This is an optimization exercise on Yosys and OpenROAD, whose aim is small area, not a production implementation.
In this exercise RTL edits were held to simulation tests only and were not proved equivalent to the original.
Power figures rest on the tool's default switching activity, not on a simulated workload.

<file path="design/flow/design.v">
module rcloss #(
    parameter REGLEN = 19,
    parameter FEEDBACK = 0,
    parameter SYNCBITPOS = 0
) (
    input clock,
    input load,        
    input first,
    input keybit,      
    input majority,
    output exposed,
    output sync
);
    reg [REGLEN - 1:0] register;
    wire sh = (majority == register[SYNCBITPOS]);
    wire a = load ? ~first : sh;
    wire b = ~load & ~sh;
    wire [REGLEN - 1:0] shifted = {register[REGLEN - 2:1], register[0] & ~(load & first), ^(register & FEEDBACK)};
    wire [REGLEN - 1:0] inj = {{(REGLEN - 2){1'b0}}, keybit, 1'b0};
    always @(posedge clock)
        register <= (({REGLEN {a}} & shifted) | ({REGLEN {b}} & register)) ^ inj;
    assign exposed = register[REGLEN - 1];
    assign sync = register[SYNCBITPOS];
endmodule
module cipher (
    input in,
    input [85:0] seq,
    input clock,
    input control,
    input reset,
    output out
);
    reg [2:0] lo;
    reg [4:0] hi;
    always @(posedge clock) begin
        lo <= reset ? {lo[1:0], lo[2]} : 3'b001;
        hi <= reset ? {hi[3:0], ~(hi[4] ^ hi[2])} : 5'd0;
    end
    wire first = lo[0] & ~|hi;
    wire [2:0] sel = lo;
    wire [31:0] group;
    assign group[0] = seq[0] & sel[0] | seq[31] & sel[1] | seq[62] & sel[2];
    assign group[1] = seq[63] & sel[0] | seq[1] & sel[1] | seq[32] & sel[2];
    assign group[2] = seq[42] & sel[0] | seq[73] & sel[1] | seq[11] & sel[2];
    assign group[3] = seq[33] & sel[0] | seq[64] & sel[1] | seq[2] & sel[2];
    assign group[4] = seq[39] & sel[0] | seq[70] & sel[1] | seq[8] & sel[2];
    assign group[5] = seq[12] & sel[0] | seq[43] & sel[1] | seq[74] & sel[2];
    assign group[6] = seq[27] & sel[0] | seq[58] & sel[1];
    assign group[7] = seq[3] & sel[0] | seq[34] & sel[1] | seq[65] & sel[2];
    assign group[8] = seq[9] & sel[0] | seq[40] & sel[1] | seq[71] & sel[2];
    assign group[9] = seq[25] & sel[1] | seq[56] & sel[2];
    assign group[10] = seq[75] & sel[0] | seq[13] & sel[1] | seq[44] & sel[2];
    assign group[11] = seq[15] & sel[0] | seq[46] & sel[1] | seq[77] & sel[2];
    assign group[12] = seq[28] & sel[1] | seq[59] & sel[2];
    assign group[13] = seq[84] & sel[0] | seq[22] & sel[1] | seq[53] & sel[2];
    assign group[14] = seq[66] & sel[0] | seq[4] & sel[1] | seq[35] & sel[2];
    assign group[15] = seq[48] & sel[0] | seq[79] & sel[1] | seq[17] & sel[2];
    assign group[16] = seq[30] & sel[0] | seq[61] & sel[1];
    assign group[17] = seq[72] & sel[0] | seq[10] & sel[1] | seq[41] & sel[2];
    assign group[18] = seq[69] & sel[0] | seq[7] & sel[1] | seq[38] & sel[2];
    assign group[19] = seq[57] & sel[0] | seq[26] & sel[2];
    assign group[20] = seq[24] & sel[0] | seq[55] & sel[1];
    assign group[21] = seq[45] & sel[0] | seq[76] & sel[1] | seq[14] & sel[2];
    assign group[22] = seq[21] & sel[0] | seq[52] & sel[1] | seq[83] & sel[2];
    assign group[23] = seq[78] & sel[0] | seq[16] & sel[1] | seq[47] & sel[2];
    assign group[24] = seq[60] & sel[0] | seq[29] & sel[2];
    assign group[25] = seq[6] & sel[0] | seq[37] & sel[1] | seq[68] & sel[2];
    assign group[26] = seq[54] & sel[0] | seq[85] & sel[1] | seq[23] & sel[2];
    assign group[27] = seq[51] & sel[0] | seq[82] & sel[1] | seq[20] & sel[2];
    assign group[28] = seq[36] & sel[0] | seq[67] & sel[1] | seq[5] & sel[2];
    assign group[29] = seq[81] & sel[0] | seq[19] & sel[1] | seq[50] & sel[2];
    assign group[30] = seq[18] & sel[0] | seq[49] & sel[1] | seq[80] & sel[2];
    assign group[31] = group[30];
    wire keybit = reset & group[hi];
    wire F;
    wire outR1, outR2, outR3;
    wire syncR1, syncR2, syncR3;
    rcloss #(.REGLEN(19), .FEEDBACK(19'h07200), .SYNCBITPOS(8)) loss1 (
        .clock(clock), .load(reset), .first(first), .keybit(keybit),
        .majority(F), .exposed(outR1), .sync(syncR1));
    rcloss #(.REGLEN(22), .FEEDBACK(22'h300000), .SYNCBITPOS(10)) loss2 (
        .clock(clock), .load(reset), .first(first), .keybit(keybit),
        .majority(F), .exposed(outR2), .sync(syncR2));
    rcloss #(.REGLEN(23), .FEEDBACK(23'h700100), .SYNCBITPOS(10)) loss3 (
        .clock(clock), .load(reset), .first(first), .keybit(keybit),
        .majority(F), .exposed(outR3), .sync(syncR3));
    assign F = syncR1 & syncR2 | syncR1 & syncR3 | syncR2 & syncR3;
    assign out = (control && !reset) ? in ^ outR1 ^ outR2 ^ outR3 : 1'b0;
endmodule
</file>
<file path="design/flow/flow/run.sh">
#!/bin/bash
# Own layout flow: the standard layout, with an area-oriented ABC mapping
# in synthesis and the ports buffered with the smallest buffer.
set -euo pipefail
W=$(pwd)
export MY_WORK=$W
export MY_ABC_SCRIPT=$W/flow/abc.script
bash standard.sh SYNTH_SCRIPT=$W/flow/synth.tcl \
  "BUFFER_PORTS_ARGS=-buffer_cell sky130_fd_sc_hd__buf_1" "CTS_ARGS=-sink_clustering_enable -repair_clock_nets -dont_use_dummy_load -buf_list {sky130_fd_sc_hd__clkbuf_2 sky130_fd_sc_hd__clkbuf_4}" finish > $W/make_finish.log 2>&1
</file>
<file path="design/flow/flow/abc.script">
strash
&get -n
&dch -f
&nf -R 1000
&put
topo
</file>
<file path="design/flow/flow/synth.tcl">
# The standard flow's synthesis script, with the technology mapping of the logic done by
# a different ABC script (flow/abc.script, area-oriented). The registers and
# everything else are as synth_recipe.tcl makes them.
proc abc {args} {
  set out {}
  set skip 0
  foreach a $args {
    if {$skip} { set skip 0; continue }
    if {$a eq "-script"} {
      lappend out -script $::env(MY_ABC_SCRIPT)
      set skip 1
      continue
    }
    lappend out $a
  }
  yosys abc {*}$out
}
source $::env(MY_WORK)/synth_recipe.tcl
</file>
<file path="design/flow/standard.sh">
#!/bin/bash
# synth_recipe.tcl (not shown) runs the flow's synth.tcl, then flattens the netlist and writes it again
# the make line also repeats each setting of config.mk as NAME=value (left out here)
make -C /OpenROAD-flow-scripts/flow DESIGN_CONFIG=/design/flow/config.mk WORK_HOME=/design/flow/orfs CLKGATE_MAP_FILE= SYNTH_SCRIPT=/design/flow/synth_recipe.tcl "${@:-finish}"
</file>
<file path="design/flow/config.mk">
export PLATFORM = sky130hd
export DESIGN_NAME = cipher
export DESIGN_NICKNAME = cipher
export VERILOG_FILES = /design/flow/design.v
export SDC_FILE = /design/flow/constraint.sdc
export NUM_CORES = 4
export LEC_CHECK = 0
export ABC_AREA = 1
export CAP_MARGIN = 20
export CORE_MARGIN = 2
export CORE_UTILIZATION = 65
export SLEW_MARGIN = 20
</file>
<file path="design/flow/constraint.sdc">
create_clock -name core_clock -period 5.0 [get_ports {clock}]
set_input_delay 1.0000 -clock core_clock [delete_from_list [all_inputs] [get_ports {clock}]]
set_output_delay 1.0000 -clock core_clock [all_outputs]
set_load 0.01 [all_outputs]
</file>
==> results of run 1 <==
## report_power, final
part | total [mW] | leakage [nW] | switching (mW) | internal [mW]
sequential | 0.931 | 0.591 | 0.149 | 0.783
combinational | 0.463 | 0.567 | 0.194 | 0.269
clock | 0.240 | 0.0414 | 0.157 | 0.0836
## synth_stat cells
cell type  count
a211oi_1       1
a21oi_1        2
a222oi_1      24
a22o_1        61
a22oi_1       10
and2_0         7
and3_1         1
clkinv_1       1
dfxtp_1       72
mux2i_1        1
mux4_2         9
nand2_1        3
nand2b_1       1
nor2_1         6
nor2b_1        2
nor3_1         4
o21a_1         2
o21ai_0        2
xnor2_1        9
xor2_1         3
## final cells by class
type / instances / area, um2
clock buffers: 9 / 67.6
fillers: 280 / 757
inverters: 1 / 3.75
multi-input cells: 148 / 1350
flip-flops and latches: 72 / 1440
well taps: 50 / 62.6
repair buffers: 95 / 375
## metal layers
metal,part of all wire,wire (um),GRT usage,vias up
met4,0.024,148,0.111,0
met5,0,0,0,-
li1,-,-,-,1168
met2,0.48,2890,0.417,100
met3,0.061,372,0.0858,17
met1,0.44,2670,0.344,1118
## flip-flops by register name, indices dropped and copies added (netlist names)
register,count
hi,5
lo,3
loss1.register,19
loss2.register,22
loss3.register,23
## kinds of logic (layout without fill, tap and decap cells)
logic type	count (synthesis)	count (layout)	share of synthesized area
DFF	72	72	0.519
AOI/OAI and AO/OA	102	102	0.321
buffers and inverters	1	105	0.00135
xor gates and xnor gates	12	12	0.0378
and+or+nand+nor	24	24	0.0441
muxes	10	10	0.0766
## through the flow
stage          utilization  power, mW  cell area [um2]
6_report             0.813       1.63             3300
5_1_grt              0.813       1.74             3300
4_1_cts              0.813       1.64             3300
3_5_place_dp         0.796       1.40             3230
3_3_place_gp         0.796       1.38             3230
2_1_floorplan            -       1.25             2780
## worst paths after layout
path	slack, ns	startpoint	endpoint	depth (start not counted)
max	1.92	in	out	6
min	0.45	loss3.register[4]$_DFF_P_	loss3.register[5]$_DFF_P_	1
max reg2reg	2.05	lo[0]$_SDFF_PN1_	loss2.register[1]$_DFF_P_	7
min reg2reg	0.45	loss3.register[4]$_DFF_P_	loss3.register[5]$_DFF_P_	1
==> results.txt, run 1 <==
Vias=2403; gr ovfl total=0; final WL=6070 um; largest cells by area after synthesis=dfxtp_1, a22o_1, a222oi_1; area delta synth->final=18.8%; gpl congestion=0.722; Post-CTS Resized=0; Std-Cell Rows=23; max frequency=325 MHz; Initial DRC Count=222; commonest non-fill, non-tap cells in the layout=buf_1, dfxtp_1, a22o_1, a222oi_1, a22oi_1; Final setup viols=0; Syn Std Cell Area=2780 um2; vias per cell=6.41; Starting Density=0.685; largest net degree at the start of global routing=31; core area=4060 um2; area share of the largest cell type after synthesis=0.519; initial antenna violation count=0; commonest non-fill, non-tap cell in the layout=buf_1; synthesized area per cell=12.6 um2; slowest CP cell=a211oi_1; non-filler cells, final=375; Fin. Hold Viols=0; CTS tree=done; clk latency of the worst-skew pair=0.40 ns; Slew HR=0.351; die span in y=69.4 um; H-Tree Depth=3; first-pass GRT wire length=10300 um; worst clock skew=0.0491 ns; Seq/Total Area, Yosys=0.519; Max VDD drop=329 uV; NumNets Final=417; post-CTS setup buffer count=0; Worst Max-Slew Pin Slew=0.972 ns; Worst Setup End Kind=output pin; clock slew at reported path FFs=0.09 ns; total iterations of the first detailed-routing run=5; CTS max path bufs=2; Startpoint Class=primary input; Synth Net Count=311; clk sinks=72; Critical Path Fanout Max=2; Diodes inserted=0; fin crit period=3.08 ns; setup repair after global routing missed its margin=false; DRC=0; Die ar.=4810 um2; IO Port Bufs=90; # Max-Cap Violations=0; flops & latches, synth=72; Final period util=0.615; Mapped Cells=221; antenna viol nets, final=0; DIE WIDTH=69.4 um; Final Hold Slack=0.446 ns; gr usage total=0.267; HPWL Detailed=4370 um; Setup CP Type=in2out; Worst path max stage delay=0.29 ns; post-synth cell types=20; YS warnings=4; Max Slew Vio Count=0; wire length per cell=16.2 um; leak pwr=1.20 nW; crit path DAT=2.08 ns; worst path cell trace=buf_1, xnor2_1, xnor2_1, o21ai_0, a211oi_1, buf_1; layout cells sized above 1=0.0831; boundary pin count=91; status=no timing/DRC/antenna violations; Setup TNS Final=0 ns; CTS buffer count=9; cell taking the most area after synthesis=dfxtp_1; Placed Cells=366; CP top delay family=XOR/XNOR gates; Post-CTS Hold Buffers=0; Pwr per Cell Area=495 nW/um2; pre-CTS setup slack=1.86 ns; Critical Path RT=4.00 ns; vias in the first global route=2303; CTS Root Cell=clkbuf_4; Buf+Inv Stages, Crit Path=2; Hold WC Path Type=reg2reg; final setup margin=1.92 ns
==> run 2, diff against run 1 <==
==> design/flow/flow/run.sh (replaced) <==
#!/bin/bash
# Own layout flow: the standard layout, with an area-oriented ABC mapping
# in synthesis and the ports buffered with the smallest buffer.
set -euo pipefail
W=$(pwd)
export MY_WORK=$W
export MY_ABC_SCRIPT=$W/flow/abc.script
bash standard.sh SYNTH_SCRIPT=$W/flow/synth.tcl \
  "BUFFER_PORTS_ARGS=-buffer_cell sky130_fd_sc_hd__buf_1" "CTS_ARGS=-sink_clustering_enable -repair_clock_nets -dont_use_dummy_load -buf_list sky130_fd_sc_hd__clkbuf_4" finish > $W/make_finish.log 2>&1
==> design/flow/flow/abc.script (replaced) <==
strash
&get -n
&dch -f
&nf -R 1000
&put
topo
stime -c
buffer -c
upsize -c
dnsize -c
==> results.txt, run 2 <==
status=no timing/DRC/antenna violations; post-CTS setup buffer count=0 (unchanged); Post-CTS Hold Buffers=0 (unchanged); Syn Std Cell Area=2900 um2 (+4.5%); Mapped Cells=244 (+10%); Slew HR=0.327 (-0.0235); max frequency=335 MHz (+3.1%); Max VDD drop=370 uV (+12%); Final Hold Slack=0.467 ns (+0.0205 ns); H-Tree Depth=3 (unchanged); Max Slew Vio Count=0 (unchanged); Vias=2465 (+2.6%); antenna viol nets, final=0 (unchanged); ys async rst share=0 (unchanged); crit path capture=out; most common cell in the synthesized netlist=dfxtp_1; leak pwr=1.21 nW (+0.64%); fin crit period=2.98 ns (-0.0916 ns); area delta synth->final=14.1%; NumNets Final=417 (unchanged); Filler Cell Count=303 (+8.2%); Setup TNS Final=0 ns (unchanged); Finished Cell Area=3310 um2 (+0.42%); Pwr Total=1.64 mW (+0.21%); total iterations of the first detailed-routing run=9 (+4); CTS buffer count=9 (unchanged); DIE WIDTH=70.8 um (+2.1%); boundary pin count=91 (unchanged); gr usage total=0.258 (-0.00870); Worst Max-Slew Pin Slew=1.01 ns (+0.0353 ns); largest cells by area after synthesis=dfxtp_1, a22o_1, a222oi_1; register with the most flip-flops=loss3.register; Std-Cell Rows=24 (+4.3%); Setup CP Type=in2out; clock slew at reported path FFs=0.11 ns (+0.02 ns); max FFs per register=23 (unchanged); CTS Root Cell=clkbuf_4; setup repair after global routing missed its margin=false; # Max-Cap Violations=0 (unchanged); Seq/Total Area, Yosys=0.496 (-0.0226); YS warnings=4 (unchanged); Post-CTS Resized=0 (unchanged); Hold WC Path Type=reg2reg; gpl congestion=0.835 (+16%); worst clock skew=0.0245 ns (-0.0247 ns); Fin. Hold Viols=0 (unchanged); Worst Setup End Kind=output pin; Die ar.=5020 um2 (+4.3%); Synth Net Count=334 (+7.4%); wire length per cell=16.6 um (+2.3%); Startpoint Class=primary input; R2R cell count=7 (unchanged); final WL=6250 um (+2.9%); cell taking the most area after synthesis=dfxtp_1; CTS max path bufs=2 (unchanged); Placed Area=3240 um2 (+0.43%); FF-to-FF setup slack=2.13 ns (+0.08 ns); largest net degree at the start of global routing=31 (unchanged); vias in the first global route=2318 (+0.65%); die span in y=70.8 um (+2.1%); Final period util=0.597 (-0.0183); core area=4320 um2 (+6.6%); area share of the largest cell type after synthesis=0.496 (-0.0226); number of synthesized flops with an enable pin=0 (unchanged); RR Startpoint=lo[0]$_SDFF_PN1_; Starting Density=0.672 (-0.0130); crit path from=in; vias per cell=6.54 (+2.0%); flops & latches, synth=72 (unchanged); Core Util, Final=0.766 (-0.0470); Critical Path Fanout Max=2 (unchanged); Initial DRC Count=282 (+27%); Critical Path RT=4.00 ns (about the same); clk sinks=72 (unchanged); crit path DAT=1.98 ns (-0.10 ns); layout cells sized above 1=0.0862 (+0.00308); Pwr per Cell Area=494 nW/um2 (-0.21%); gr ovfl total=0 (unchanged); top cells by instance count after synthesis=dfxtp_1, a22o_1, a222oi_1; IO Port Bufs=90 (unchanged); synthesized area per cell=11.9 um2 (-5.3%); Most used DFF post-synth=dfxtp_1; top flop regs=loss3.register (23), loss2.register (22), loss1.register (19); Diodes inserted=0 (unchanged); clk latency of the worst-skew pair=0.41 ns (about the same); initial antenna violation count=0 (unchanged); commonest non-fill, non-tap cells in the layout=buf_1, dfxtp_1, a22o_1, a222oi_1, a22oi_1; HPWL Detailed=4430 um (+1.5%); post-synth cell types=25 (+25%); first-pass GRT wire length=10300 um (-0.53%); DRC=0 (unchanged); commonest non-fill, non-tap cell in the layout=buf_1; Final setup viols=0 (unchanged); CTS tree=done; reg-to-reg critical path endpoint=loss1.register[1]$_DFF_P_
run 2: cell types whose count changed after synthesis, sizes merged:
cell / before / now
buf: 0 / 10
clkbuf: 0 / 13
clkinv: 1 / 0
inv: 0 / 1
run 2: per-layer routing:
layer	global-route usage	routed length [um]	part of all wire	vias up
met4	0.0734	93	0.015	0
met1	0.336	2860	0.46	1187
met3	0.108	429	0.069	15
met5	0	0	0	-
li1	-	-	-	1163
met2	0.400	2860	0.46	100
run 2: critical path: stages:
cell and delay (ns):
buf_1 0.08, xnor2_1 0.14, xnor2_1 0.26, o21ai_1 0.09
a211oi_1 0.23, buf_1 0.18
run 2: layout make-up:
class / count / area [um2] / area share
flip-flops and latches: 72 / 1440 / 0.435
well taps: 52 / 65.1 / 0.0196
repair buffers: 95 / 375 / 0.113
inverters: 1 / 3.75 / 0.00113
multi-input cells: 148 / 1360 / 0.411
clock buffers: 9 / 67.6 / 0.0204
run 2: how the worst min path moves through the flow:
stage	start	to	slack [ns]	depth (start not counted)
after CTS	loss3.register[16]$_DFF_P_	loss3.register[17]$_DFF_P_	0.47	1
after global placement	loss2.register[13]$_DFF_P_	loss2.register[14]$_DFF_P_	0.45	1
after global routing	loss2.register[6]$_DFF_P_	loss2.register[7]$_DFF_P_	0.50	1
after detailed placement	loss3.register[2]$_DFF_P_	loss3.register[3]$_DFF_P_	0.46	1
final	loss3.register[16]$_DFF_P_	loss3.register[17]$_DFF_P_	0.47	1
after floorplan	loss1.register[10]$_DFF_P_	loss1.register[11]$_DFF_P_	0.44	1
run 2: kinds of logic after synthesis:
group	share of synthesized area
and+or+nand+nor	0.0422
xor gates and xnor gates	0.0362
muxes	0.0732
AOI/OAI and AO/OA	0.311
DFF	0.496
buffers and inverters	0.0409
run 2: metrics by stage:
stage | cells | setup WS [ns]
4_1_cts | 377 | 2.02
3_5_place_dp | 368 | 1.92
5_1_grt | 377 | 1.89
3_3_place_gp | 368 | 1.96
6_report | 377 | 2.02
2_1_floorplan | 244 | 2.28
run 2: where the power goes:
| part | internal, mW | total, mW | switching [mW] |
|---|---|---|---|
| clock | 0.0836 | 0.245 | 0.161 |
| combinational | 0.270 | 0.463 | 0.193 |
| sequential | 0.783 | 0.930 | 0.147 |
==> run 3, diff against run 2 <==
==> design/flow/flow/abc.script (replaced) <==
strash
&get -n
&dch -f
&nf -R 1000
&put
topo
==> results.txt, run 3 <==
status=no timing/DRC/antenna violations; combinational share of power=0.283 (about the same); NumNets Final=417 (unchanged); crit path DAT=2.08 ns (+0.10 ns); setup repair after global routing missed its margin=false; cell taking the most area after synthesis=dfxtp_1; Cells on Worst Hold Path=1 (unchanged); Post-CTS Resized=0 (unchanged); Max VDD drop=329 uV (-11%); Synth Net Count=311 (-6.9%); Initial DRC Count=222 (-21%); total iterations of the first detailed-routing run=5 (-4); Flop pwr share=0.570 (+0.002); Vias=2403 (-2.5%); die span in y=69.4 um (-2.1%); Std-Cell Rows=23 (-4.2%); clk latency of the worst-skew pair=0.40 ns (about the same); pre-CTS setup slack=1.86 ns (-0.0587 ns); core area=4060 um2 (-6.2%); Pwr per Cell Area=495 nW/um2 (+0.21%); Final Hold Slack=0.446 ns (-0.0205 ns); DIE WIDTH=69.4 um (-2.1%); CP top delay family=XOR/XNOR gates; fin crit period=3.08 ns (+0.0916 ns); post-synth cell types=20 (-20%); CTS tree=done; synthesized area per cell=12.6 um2 (+5.6%); Final period util=0.615 (+0.0183); layout cells sized above 1=0.0831 (-0.00308); Placed Area=3230 um2 (-0.42%); DRC=0 (unchanged); Worst path max stage delay=0.29 ns (+0.03 ns); area share of the largest cell type after synthesis=0.519 (+0.0226); # Max-Cap Violations=0 (unchanged); clk sinks=72 (unchanged); CTS buffer count=9 (unchanged); number of synthesized flops with an enable pin=0 (unchanged); gr ovfl total=0 (unchanged); Worst Max-Slew Pin Slew=0.972 ns (-0.0353 ns); Setup TNS Final=0 ns (unchanged); clock power share=0.147 (-0.002); post-CTS setup buffer count=0 (unchanged); slowest CP cell=a211oi_1; YS warnings=4 (unchanged); cell depth of the worst setup path=6 (unchanged); flops & latches, synth=72 (unchanged); first-pass GRT wire length=10300 um (+0.53%); Final setup viols=0 (unchanged); worst path cell trace=buf_1, xnor2_1, xnor2_1, o21ai_0, a211oi_1, buf_1; boundary pin count=91 (unchanged); area delta synth->final=18.8%; vias in the first global route=2303 (-0.65%); Post-CTS Hold Buffers=0 (unchanged); Mapped Cells=221 (-9.4%); top flop regs=loss3.register (23), loss2.register (22), loss1.register (19); switching fraction of total power=0.305 (-0.000750); gr usage total=0.267 (+0.00870); Startpoint Class=primary input; R2R cell count=7 (unchanged); Fin. Hold Viols=0 (unchanged); clock slew at reported path FFs=0.09 ns (-0.02 ns); IO Port Bufs=90 (unchanged); largest cells by area after synthesis=dfxtp_1, a22o_1, a222oi_1; commonest non-fill, non-tap cell in the layout=buf_1; register with the most flip-flops=loss3.register; max frequency=325 MHz (-3.0%); Critical Path RT=4.00 ns (about the same); final setup margin=1.92 ns (-0.0916 ns); Diodes inserted=0 (unchanged); antenna viol nets, final=0 (unchanged); Most used DFF post-synth=dfxtp_1; sw power=499 uW (-0.45%); largest net degree at the start of global routing=31 (unchanged); Worst Setup End Kind=output pin; Pwr Total=1.63 mW (-0.21%); worst clock skew=0.0491 ns (+0.0247 ns); Syn Std Cell Area=2780 um2 (-4.4%); Buf+Inv Stages, Crit Path=2 (unchanged); commonest non-fill, non-tap cells in the layout=buf_1, dfxtp_1, a22o_1, a222oi_1, a22oi_1; CTS max path bufs=2 (unchanged); Finished Cell Area=3300 um2 (-0.42%); CTS Root Cell=clkbuf_4; leak pwr=1.20 nW (-0.64%); Slew HR=0.351 (+0.0235); top cells by instance count after synthesis=dfxtp_1, a22o_1, a222oi_1; Max Slew Vio Count=0 (unchanged); max FFs per register=23 (unchanged); Critical Path Fanout Max=2 (unchanged); internal cell power=1.14 mW (-0.10%); Hold WC Path Type=reg2reg; HPWL Detailed=4370 um (-1.4%); Die ar.=4810 um2 (-4.1%); final WL=6070 um (-2.8%); H-Tree Depth=3 (unchanged); Setup CP Type=in2out; most common cell in the synthesized netlist=dfxtp_1; wire length per cell=16.2 um (-2.3%); vias per cell=6.41 (-2.0%); initial antenna violation count=0 (unchanged); ys async rst share=0 (unchanged); Starting Density=0.685 (+0.0130); Seq/Total Area, Yosys=0.519 (+0.0226); gpl congestion=0.722 (-14%)
==> run 3: cell types whose count changed after synthesis, sizes merged <==
cell    delta
clkinv     +1
inv        -1
buf       -10
clkbuf    -13
==> run 3: worst paths after layout <==
kind	end	start	slack (ns)
hold reg to reg	loss3.register[5]$_DFF_P_	loss3.register[4]$_DFF_P_	0.45
setup reg to reg	loss2.register[1]$_DFF_P_	lo[0]$_SDFF_PN1_	2.05
hold / removal	loss3.register[5]$_DFF_P_	loss3.register[4]$_DFF_P_	0.45
setup / recovery	out	in	1.92
==> run 3: layer usage <==
| layer | up-vias | GRT usage | wire length, um |
|---|---|---|---|
| li1 | 1168 | - | - |
| met2 | 100 | 0.417 | 2890 |
| met3 | 17 | 0.0858 | 372 |
| met4 | 0 | 0.111 | 148 |
| met5 | - | 0 | 0 |
| met1 | 1118 | 0.344 | 2670 |
==> run 3: power by group through the flow <==
| stage | combinational, mW | clock, mW | sequential, mW |
|---|---|---|---|
| CTS | 0.466 | 0.244 | 0.931 |
| global placement | 0.443 | 0 | 0.934 |
| finish | 0.463 | 0.240 | 0.931 |
| floorplan | 0.354 | 0 | 0.898 |
| global route | 0.513 | 0.272 | 0.959 |
| detailed placement | 0.461 | 0 | 0.942 |
==> run 3: metrics by stage <==
step,util,instances
after CTS,0.813,375
after global placement,0.796,366
after global routing,0.813,375
after floorplan,-,221
after detailed placement,0.796,366
final,0.813,375
==> run 3: cell type report <==
| class | count | area (um2) |
|---|---|---|
| inverter | 1 | 3.75 |
| timing repair buffer | 95 | 375 |
| tap | 50 | 62.6 |
| clock buffer | 9 | 67.6 |
| multi-input combinational | 148 | 1350 |
| sequential | 72 | 1440 |
| fill | 280 | 757 |
==> run 3: cells by family after synthesis <==
family	after synthesis	synth area share
AO/OA/AOI/OAI	102	0.321
XOR/XNOR	12	0.0378
multiplexers	10	0.0766
AND/OR/NAND/NOR	24	0.0441
flip-flops	72	0.519
buffers and inverters	1	0.00135
==> run 4, diff against run 3 <==
==> design/flow/flow/run.sh (replaced) <==
#!/bin/bash
# Own layout flow: the standard layout, with an area-oriented ABC mapping
# in synthesis and the ports buffered with the smallest buffer.
set -euo pipefail
W=$(pwd)
export MY_WORK=$W
export MY_ABC_SCRIPT=$W/flow/abc.script
bash standard.sh SYNTH_SCRIPT=$W/flow/synth.tcl \
  "BUFFER_PORTS_ARGS=-buffer_cell sky130_fd_sc_hd__buf_1" "CTS_ARGS=-sink_clustering_enable -repair_clock_nets -dont_use_dummy_load -buf_list sky130_fd_sc_hd__clkbuf_8 -sink_clustering_size 36 -sink_clustering_max_diameter 300" finish > $W/make_finish.log 2>&1
==> results.txt, run 4 <==
status=no timing/DRC/antenna violations; crit path from=in; CTS tree=done; switching fraction of total power=0.300 (-0.00576); die span in y=69.4 um (unchanged); Die ar.=4810 um2 (unchanged); max frequency=324 MHz (-0.43%); combinational share of power=0.269 (-0.014); CTS buffer count=9 (unchanged); initial antenna violation count=0 (unchanged); vias in the first global route=2334 (+1.3%); Post-CTS Resized=0 (unchanged); total iterations of the first detailed-routing run=7 (+2); largest cells by area after synthesis=dfxtp_1, a22o_1, a222oi_1; commonest non-fill, non-tap cells in the layout=buf_1, dfxtp_1, a22o_1, a222oi_1, a22oi_1; vias per cell=6.38 (-0.37%); gpl congestion=0.722 (unchanged); Flop pwr share=0.540 (-0.030); Startpoint Class=primary input; worst path cell trace=buf_1, xnor2_1, xnor2_1, o21ai_0, a211oi_1, buf_1; Worst Max-Slew Pin Slew=0.973 ns (+0.00129 ns); first-pass GRT wire length=10700 um (+3.3%); fin crit period=3.09 ns (+0.0133 ns); RR Startpoint=lo[0]$_SDFF_PN1_; Pwr Total=1.73 mW (+6.0%); Slew HR=0.350 (-0.000859); layout cells sized above 1=0.0831 (unchanged); register with the most flip-flops=loss3.register; Core Util, Final=0.827 (+0.0139); Fin. Hold Viols=0 (unchanged); top flop regs=loss3.register (23), loss2.register (22), loss1.register (19); Max Slew Vio Count=0 (unchanged); H-Tree Depth=3 (unchanged); boundary pin count=91 (unchanged); Synth Net Count=311 (unchanged); cell taking the most area after synthesis=dfxtp_1; NumNets Final=417 (unchanged); CTS max path bufs=2 (unchanged); crit path DAT=2.09 ns (about the same); # Max-Cap Violations=0 (unchanged); CTS Root Cell=clkbuf_8; most common cell in the synthesized netlist=dfxtp_1; Setup TNS Final=0 ns (unchanged); setup repair after global routing missed its margin=false; FF-to-FF setup slack=2.03 ns (-0.02 ns); Final period util=0.618 (+0.00265); HPWL Detailed=4370 um (unchanged); post-synth cell types=20 (unchanged); Critical Path RT=4.00 ns (about the same); gr usage total=0.277 (+0.0104); Diodes inserted=0 (unchanged); pre-CTS setup slack=1.86 ns (unchanged); Worst Setup End Kind=output pin; top cells by instance count after synthesis=dfxtp_1, a22o_1, a222oi_1; wire length per cell=16.8 um (+3.9%); slowest CP cell=a211oi_1; Seq/Total Area, Yosys=0.519 (unchanged); area share of the largest cell type after synthesis=0.519 (unchanged); Vias=2394 (-0.37%); Post-CTS Hold Buffers=0 (unchanged); ys async rst share=0 (unchanged); YS warnings=4 (unchanged); post-CTS setup buffer count=0 (unchanged); Worst Hold Launch=loss3.register[4]$_DFF_P_; core area=4060 um2 (unchanged); Most used DFF post-synth=dfxtp_1; Starting Density=0.685 (unchanged); Worst path max stage delay=0.31 ns (+0.02 ns); commonest non-fill, non-tap cell in the layout=buf_1; Initial DRC Count=219 (-1.4%); final setup margin=1.91 ns (-0.0132 ns); area delta synth->final=20.9%; Max VDD drop=258 uV (-22%); IO Port Bufs=90 (unchanged); Syn Std Cell Area=2780 um2 (unchanged); gr ovfl total=0 (unchanged); Std-Cell Rows=23 (unchanged); Hold WC Path Type=reg2reg; antenna viol nets, final=0 (unchanged); Mapped Cells=221 (unchanged); clk latency of the worst-skew pair=0.33 ns (-0.07 ns); internal cell power=1.21 mW (+6.9%); leak pwr=1.22 nW (+1.9%); clock slew at reported path FFs=0.06 ns (-0.03 ns); Critical Path Fanout Max=2 (unchanged); DRC=0 (unchanged); number of synthesized flops with an enable pin=0 (unchanged); sw power=519 uW (+4.0%); clk sinks=72 (unchanged); Setup CP Type=in2out; max FFs per register=23 (unchanged); Pwr per Cell Area=516 nW/um2 (+4.2%); Final setup viols=0 (unchanged); largest net degree at the start of global routing=31 (unchanged); clock power share=0.191 (+0.044); final WL=6310 um (+3.9%); flops & latches, synth=72 (unchanged); synthesized area per cell=12.6 um2 (unchanged); worst clock skew=0.0246 ns (-0.0245 ns); DIE WIDTH=69.4 um (unchanged)
[run 4: cell counts after synthesis]
Identical to the previous run, type by type.
[run 4: per-stage QoR]
| stage | area [um2] | hold slack (ns) | cells |
|---|---|---|---|
| global placement | 3230 | 0.447 | 366 |
| detailed placement | 3230 | 0.454 | 366 |
| global route | 3360 | 0.474 | 375 |
| finish | 3360 | 0.458 | 375 |
| floorplan | 2780 | 0.443 | 221 |
| CTS | 3350 | 0.464 | 375 |
[run 4: worst paths after layout]
kind                                             endpoint  depth (start not counted)
worst max-delay path                                  out                          6
worst min-delay path            loss3.register[5]$_DFF_P_                          1
worst max register to register  loss2.register[1]$_DFF_P_                          7
worst min register to register  loss3.register[5]$_DFF_P_                          1
[run 4: per-layer routing]
layer  wire [um]  up-vias  global-route usage
li1            -     1160                   -
met1        2700     1118               0.349
met2        3110       98               0.439
met3         350       18              0.0770
met4         147        0               0.139
met5           0        -                   0
[run 4: logic make-up (layout without fill, tap and decap cells)]
kind of cell | count (synthesis) | count (layout) | share of synthesized area
compound gates | 102 | 102 | 0.321
xor+xnor | 12 | 12 | 0.0378
buf+inv | 1 | 105 | 0.00135
flops | 72 | 72 | 0.519
mux | 10 | 10 | 0.0766
simple gates | 24 | 24 | 0.0441
[run 4: power groups by stage]
stage	logic (mW)	clock network, mW	registers [mW]
final	0.467	0.331	0.935
after global placement	0.443	0	0.934
after floorplan	0.354	0	0.898
after global routing	0.517	0.360	0.962
after detailed placement	0.461	0	0.942
after CTS	0.469	0.336	0.934
[run 4: area by class of cell]
type                    instances  area (um2)
clock buffers                   9         124
repair buffers                 95         375
inverters                       1        3.75
fillers                       266         701
flip-flops and latches         72        1440
well taps                      50        62.6
multi-input cells             148        1350
[run 4: worst max-delay path, delay by kind of cell]
kind | cells | cell delay (ns)
compound gates | 2 | 0.41
xor+xnor | 2 | 0.41
buf+inv | 2 | 0.27
==> run 5, diff against run 4 <==
==> design/flow/flow/run.sh (replaced) <==
#!/bin/bash
# Own layout flow: the standard layout, with an area-oriented ABC mapping
# in synthesis and the ports buffered with the smallest buffer.
set -euo pipefail
W=$(pwd)
export MY_WORK=$W
export MY_ABC_SCRIPT=$W/flow/abc.script
bash standard.sh SYNTH_SCRIPT=$W/flow/synth.tcl \
  "BUFFER_PORTS_ARGS=-buffer_cell sky130_fd_sc_hd__buf_1" "CTS_ARGS=-sink_clustering_enable -repair_clock_nets -dont_use_dummy_load -buf_list sky130_fd_sc_hd__clkbuf_16 -sink_clustering_size 36 -sink_clustering_max_diameter 300" finish > $W/make_finish.log 2>&1
==> results.txt, run 5 <==
HPWL Detailed=4370 um (unchanged); combinational share of power=0.249 (-0.020); Startpoint Class=primary input; Max Slew Vio Count=0 (unchanged); Pwr per Cell Area=562 nW/um2 (+9.0%); Final Hold Slack=0.467 ns (+0.00884 ns); status=no timing/DRC/antenna violations; Post-CTS Hold Buffers=0 (unchanged); Filler Cell Count=230 (-14%); antenna viol nets, final=0 (unchanged); gr usage total=0.315 (+0.0374); Most used DFF post-synth=dfxtp_1; most common cell in the synthesized netlist=dfxtp_1; Finished Cell Area=3460 um2 (+3.0%); first-pass GRT wire length=11900 um (+11%); sw power=575 uW (+11%); Core Util, Final=0.852 (+0.0250); CTS max path bufs=2 (unchanged); boundary pin count=91 (unchanged); Max VDD drop=278 uV (+7.9%); Mapped Cells=221 (unchanged); Final period util=0.615 (-0.00278); synthesized area per cell=12.6 um2 (unchanged); commonest non-fill, non-tap cells in the layout=buf_1, dfxtp_1, a22o_1, a222oi_1, a22oi_1; largest cells by area after synthesis=dfxtp_1, a22o_1, a222oi_1; Post-CTS Resized=0 (unchanged); Syn Std Cell Area=2780 um2 (unchanged); worst clock skew=0.0197 ns (-0.00486 ns); clock slew at reported path FFs=0.05 ns (about the same); Placed Area=3230 um2 (unchanged); leak pwr=1.27 nW (+3.8%); fin crit period=3.07 ns (-0.0139 ns); Placed Cells=366 (unchanged); YS warnings=4 (unchanged); cell taking the most area after synthesis=dfxtp_1; CTS tree=done; Std-Cell Rows=23 (unchanged); max FFs per register=23 (unchanged); internal cell power=1.37 mW (+13%); ys async rst share=0 (unchanged); flops & latches, synth=72 (unchanged); NumNets Final=417 (unchanged); clk latency of the worst-skew pair=0.33 ns (about the same); largest net degree at the start of global routing=31 (unchanged); layout cells sized above 1=0.0831 (unchanged); Hold WC Path Type=reg2reg; Critical Path RT=4.00 ns (about the same); Seq/Total Area, Yosys=0.519 (unchanged); initial antenna violation count=0 (unchanged); Setup TNS Final=0 ns (unchanged); area share of the largest cell type after synthesis=0.519 (unchanged); final WL=7250 um (+15%); Starting Density=0.685 (unchanged); gr ovfl total=0 (unchanged); # Max-Cap Violations=0 (unchanged); register with the most flip-flops=loss3.register; Flop pwr share=0.490 (-0.050); H-Tree Depth=3 (unchanged); clk sinks=72 (unchanged); number of synthesized flops with an enable pin=0 (unchanged); switching fraction of total power=0.296 (-0.00379); core area=4060 um2 (unchanged); IO Port Bufs=90 (unchanged); total iterations of the first detailed-routing run=5 (-2); commonest non-fill, non-tap cell in the layout=buf_1; max frequency=325 MHz (+0.45%); Worst Max-Slew Pin Slew=0.968 ns (-0.00518 ns); Die ar.=4810 um2 (unchanged); crit path DAT=2.07 ns (-0.02 ns); Slew HR=0.354 (+0.00346); Fin. Hold Viols=0 (unchanged); gpl congestion=0.722 (unchanged); setup repair after global routing missed its margin=false; DIE WIDTH=69.4 um (unchanged); Critical Path Fanout Max=2 (unchanged); Worst Setup End Kind=output pin; Diodes inserted=0 (unchanged); Synth Net Count=311 (unchanged); clock power share=0.261 (+0.070); top cells by instance count after synthesis=dfxtp_1, a22o_1, a222oi_1; wire length per cell=19.3 um (+15%); post-CTS setup buffer count=0 (unchanged); Final setup viols=0 (unchanged); Setup CP Type=in2out; Initial DRC Count=349 (+59%); non-filler cells, final=375 (unchanged); vias in the first global route=2468 (+5.7%); die span in y=69.4 um (unchanged); vias per cell=6.64 (+4.0%); post-synth cell types=20 (unchanged); top flop regs=loss3.register (23), loss2.register (22), loss1.register (19); DRC=0 (unchanged); Vias=2490 (+4.0%); CTS Root Cell=clkbuf_16; area delta synth->final=24.5%; CTS buffer count=9 (unchanged)
==> run 5: per-stage QoR <==
step / worst slack (ns) / power, mW
floorplan: 1.52 / 1.25
global placement: 1.95 / 1.38
detailed placement: 1.86 / 1.40
CTS: 1.94 / 1.94
global route: 1.76 / 2.04
finish: 1.93 / 1.94
==> run 5: per-layer routing <==
layer  GRT usage  vias to the layer above  share of wire
met4       0.155                        0          0.041
met3      0.0916                       33          0.071
met1       0.368                     1161           0.39
met2       0.528                      137           0.50
li1            -                     1159              -
met5           0                        -              0
==> run 5: critical path, stage by stage <==
cell,delay (ns)
buf_1,0.08
xnor2_1,0.24
xnor2_1,0.18
o21ai_0,0.10
a211oi_1,0.30
buf_1,0.19
==> run 5: cell type report <==
type	instances	area [um2]	share of cell area
Sequential cell	72	1440	0.417
Inverter	1	3.75	0.00109
Multi-Input combinational cell	148	1350	0.390
Tap cell	50	62.6	0.0181
Timing Repair Buffer	95	375	0.109
Clock buffer	9	225	0.0651
==> run 5: path summary, 6_finish.rpt <==
| kind | depth (start not counted) | start | end | slack (ns) |
|---|---|---|---|---|
| max | 6 | in | out | 1.93 |
| max reg2reg | 7 | lo[0]$_SDFF_PN1_ | loss2.register[1]$_DFF_P_ | 1.93 |
| min | 1 | loss3.register[16]$_DFF_P_ | loss3.register[17]$_DFF_P_ | 0.47 |
| min reg2reg | 1 | loss3.register[16]$_DFF_P_ | loss3.register[17]$_DFF_P_ | 0.47 |
==> run 5: power groups by stage <==
stage               registers (mW)  logic (mW)  clock network, mW
global route                 0.974       0.525              0.539
floorplan                    0.898       0.354                  0
CTS                          0.950       0.481              0.511
finish                       0.952       0.484              0.508
detailed placement           0.942       0.461                  0
global placement             0.934       0.443                  0
==> run 5: kinds of logic after synthesis <==
kind of cell / after synthesis / share of synthesized area
compound gates: 102 / 0.321
flops: 72 / 0.519
simple gates: 24 / 0.0441
xor+xnor: 12 / 0.0378
mux: 10 / 0.0766
buf+inv: 1 / 0.00135
==> run 6, diff against run 5 <==
--- a/design/flow/design.v
+++ b/design/flow/design.v
@@ -3,3 +3,4 @@
     parameter FEEDBACK = 0,
-    parameter SYNCBITPOS = 0
+    parameter SYNCBITPOS = 0,
+    parameter INVERT = 0
 ) (
@@ -13,3 +14,4 @@
 );
-    reg [REGLEN - 1:0] register;
+    reg [REGLEN - 1:0] stored;
+    wire [REGLEN - 1:0] register = stored ^ INVERT;
     wire sh = (majority == register[SYNCBITPOS]);
@@ -20,3 +22,3 @@
     always @(posedge clock)
-        register <= (({REGLEN {a}} & shifted) | ({REGLEN {b}} & register)) ^ inj;
+        stored <= ((({REGLEN {a}} & shifted) | ({REGLEN {b}} & register)) ^ inj) ^ INVERT;
     assign exposed = register[REGLEN - 1];
@@ -77,9 +79,9 @@
     wire syncR1, syncR2, syncR3;
-    rcloss #(.REGLEN(19), .FEEDBACK(19'h07200), .SYNCBITPOS(8)) loss1 (
+    rcloss #(.REGLEN(19), .FEEDBACK(19'h07200), .SYNCBITPOS(8), .INVERT(19'h7FC00)) loss1 (
         .clock(clock), .load(reset), .first(first), .keybit(keybit),
         .majority(F), .exposed(outR1), .sync(syncR1));
-    rcloss #(.REGLEN(22), .FEEDBACK(22'h300000), .SYNCBITPOS(10)) loss2 (
+    rcloss #(.REGLEN(22), .FEEDBACK(22'h300000), .SYNCBITPOS(10), .INVERT(22'h3FF800)) loss2 (
         .clock(clock), .load(reset), .first(first), .keybit(keybit),
         .majority(F), .exposed(outR2), .sync(syncR2));
-    rcloss #(.REGLEN(23), .FEEDBACK(23'h700100), .SYNCBITPOS(10)) loss3 (
+    rcloss #(.REGLEN(23), .FEEDBACK(23'h700100), .SYNCBITPOS(10), .INVERT(23'h7FF800)) loss3 (
         .clock(clock), .load(reset), .first(first), .keybit(keybit),
==> design/flow/flow/run.sh (replaced) <==
#!/bin/bash
# Own layout flow: the standard layout, with an area-oriented ABC mapping
# in synthesis and the ports buffered with the smallest buffer.
set -euo pipefail
W=$(pwd)
export MY_WORK=$W
export MY_ABC_SCRIPT=$W/flow/abc.script
bash standard.sh SYNTH_SCRIPT=$W/flow/synth.tcl \
  "BUFFER_PORTS_ARGS=-buffer_cell sky130_fd_sc_hd__buf_1" "CTS_ARGS=-sink_clustering_enable -repair_clock_nets -dont_use_dummy_load -buf_list sky130_fd_sc_hd__clkbuf_4" finish > $W/make_finish.log 2>&1
==> results.txt, run 6 <==
status=no timing/DRC/antenna violations; wire length per cell=15.7 um (-19%); RR Startpoint=lo[1]$_SDFF_PN0_; DRC=0 (unchanged); top flop regs=loss3.stored (23), loss2.stored (22), loss1.stored (19); crit path from=in; Most used DFF post-synth=dfxtp_1; initial antenna violation count=0 (unchanged); flops & latches, synth=72 (unchanged); slowest CP cell=nor3_1; met2 Usage GRT=0.421 (-0.107); Worst path max stage delay=0.23 ns (-0.07 ns); commonest non-fill, non-tap cell in the layout=buf_1; Finished Cell Area=3290 um2 (-4.7%); Worst Hold Launch=loss3.stored[12]$_DFF_P_; Final period util=0.587 (-0.0282); Post-CTS Resized=0 (unchanged); final setup margin=2.07 ns (+0.141 ns); CTS max path bufs=2 (unchanged); Pwr per Cell Area=504 nW/um2 (-10%); area delta synth->final=17.0%; fin crit period=2.93 ns (-0.141 ns); Syn Std Cell Area=2820 um2 (+1.4%); Setup CP Type=in2out; worst path cell trace=buf_1, xor2_1, xnor2_1, nor2_1, nor3_1, buf_1; total iterations of the first detailed-routing run=7 (+2); Critical Path RT=4.00 ns (about the same); gr usage total=0.268 (-0.0467); Critical Path Fanout Max=2 (unchanged); Starting Density=0.689 (+0.00467); CTS Root Cell=clkbuf_4; FF-to-FF setup slack=2.15 ns (+0.22 ns); crit path DAT=1.93 ns (-0.14 ns); Hold WC Path Type=reg2reg; Pwr Total=1.66 mW (-15%); Final setup viols=0 (unchanged); largest cells by area after synthesis=dfxtp_1, o22a_1, a222oi_1; max FFs per register=23 (unchanged); post-CTS setup buffer count=0 (unchanged); register with the most flip-flops=loss3.stored; die span in y=69.8 um (+0.66%); YS warnings=4 (unchanged); clk latency of the worst-skew pair=0.40 ns (+0.07 ns); most common cell in the synthesized netlist=dfxtp_1; gr ovfl total=0 (unchanged); number of synthesized flops with an enable pin=0 (unchanged); IO Port Bufs=90 (unchanged); pre-CTS setup slack=1.87 ns (+0.00470 ns); first-pass GRT wire length=10400 um (-12%); Max Slew Vio Count=0 (unchanged); commonest non-fill, non-tap cells in the layout=buf_1, dfxtp_1, o22a_1, a22o_1, a222oi_1; largest net degree at the start of global routing=31 (unchanged); Diodes inserted=0 (unchanged); met1 GRT Util=0.330 (-0.0379); layout cells sized above 1=0.0597 (-0.0234); Die ar.=4880 um2 (+1.3%); Vias=2479 (-0.44%); cell taking the most area after synthesis=dfxtp_1; synthesized area per cell=11.9 um2 (-5.0%); Post-CTS Hold Buffers=0 (unchanged); Fin. Hold Viols=0 (unchanged); boundary pin count=91 (unchanged); Worst Max-Slew Pin Slew=1.01 ns (+0.0372 ns); clock slew at reported path FFs=0.09 ns (+0.04 ns); Synth Net Count=326 (+4.8%); DIE WIDTH=69.8 um (+0.66%); CTS tree=done; Top cell by count, worst path=buf_1; Buf+Inv Stages, Crit Path=2 (unchanged); leak pwr=1.12 nW (-12%); Slew HR=0.329 (-0.0248); final WL=6030 um (-17%); Std-Cell Rows=23 (unchanged); post-synth cell types=21 (+5.0%); antenna viol nets, final=0 (unchanged); CTS buffer count=9 (unchanged); Seq/Total Area, Yosys=0.512 (-0.00715); vias in the first global route=2422 (-1.9%); # Max-Cap Violations=0 (unchanged); clk sinks=72 (unchanged); multi-input logic area=1390 um2 (+2.6%); HPWL Detailed=4450 um (+2.0%); core area=4090 um2 (+0.71%); Max VDD drop=267 uV (-4.1%); vias per cell=6.44 (-3.0%); most used routing layer=met2; ys async rst share=0 (unchanged); Worst Setup End Kind=output pin; Seq. cell area=1440 um2 (unchanged); top cells by instance count after synthesis=dfxtp_1, o22a_1, a22o_1; Placed Area=3220 um2 (-0.43%); Startpoint Class=primary input; setup repair after global routing missed its margin=false; Setup TNS Final=0 ns (unchanged); Filler Cell Count=279 (+21%); gpl congestion=0.797 (+10%); area share of the largest cell type after synthesis=0.512 (-0.00715); worst clock skew=0.0424 ns (+0.0227 ns); H-Tree Depth=3 (unchanged); max frequency=341 MHz (+4.8%); CP top delay family=XOR/XNOR gates; met3 usage=0.0828 (-0.00872); NumNets Final=427 (+2.4%); Initial DRC Count=169 (-52%); Mapped Cells=236 (+6.8%)
## run 6: cell type report
type / count / area share
repair buffers: 90 / 0.103
flip-flops and latches: 72 / 0.438
well taps: 50 / 0.0190
multi-input cells: 164 / 0.420
clock buffers: 9 / 0.0205
## run 6: cells by family after synthesis
group and share of synthesized area:
AND/OR/NAND/NOR 0.0711, AO/OA/AOI/OAI 0.304, multiplexers 0.0755, flip-flops 0.512
XOR/XNOR 0.0373
## run 6: stage by stage
step / util / hold slack (ns) / instances
floorplan: - / 0.426 / 236
global placement: 0.787 / 0.436 / 376
detailed placement: 0.787 / 0.450 / 376
CTS: 0.804 / 0.437 / 385
global route: 0.806 / 0.453 / 385
finish: 0.806 / 0.432 / 385
## run 6: where the power goes
group	switching, mW	internal (mW)	total [mW]
Clock	0.160	0.0837	0.244
Sequential	0.156	0.793	0.949
Combinational	0.214	0.255	0.469
Total	0.530	1.13	1.66
## run 6: final timing paths
check | endpoint | depth (start not counted)
max | out | 6
min | loss3.stored[13]$_DFF_P_ | 1
max reg2reg | loss3.stored[1]$_DFF_P_ | 6
min reg2reg | loss3.stored[13]$_DFF_P_ | 1
## run 6: metal layers
layer,vias up,share of wire
li1,1194,-
met1,1173,0.44
met2,96,0.49
met3,16,0.052
met4,0,0.022
met5,-,0

-- re-timing with driven ports --
How much do the figures lean on ideal ports? The routed layouts below were timed once more, with nothing changed but the port constraints. Step 1, drivers: a clkbuf_16 drives clock and a buf_2 each remaining input, both assumed. Step 2 times the ports against the registers' clock, not the clock port: input delays grow and output delays shrink by t, the midpoint of the rising clock arrivals with the driver on. Slacks: ideal ports / drivers / drivers and shift; pairs: ideal ports / drivers.
run	t, ns	setup slack, ns	worst setup path at the end	pins driven straight from the clock port
run 1	0.397	1.925 / 1.906 / 1.906	input to output	1
run 2	0.417	2.016 / 1.997 / 1.997	input to output	1
run 3	0.397	1.925 / 1.906 / 1.906	input to output	1
run 4	0.349	1.912 / 1.892 / 1.892	input to output	1
run 5	0.349	1.925 / 1.906 / 1.906	input to output	1
run 6	0.403	2.066 / 2.042 / 1.964	input to register	1
After both steps setup and hold are still met in every run listed. The setup slack of run 6, which loses most, moves by -0.024 ns with the drivers and by -0.102 ns with both steps.
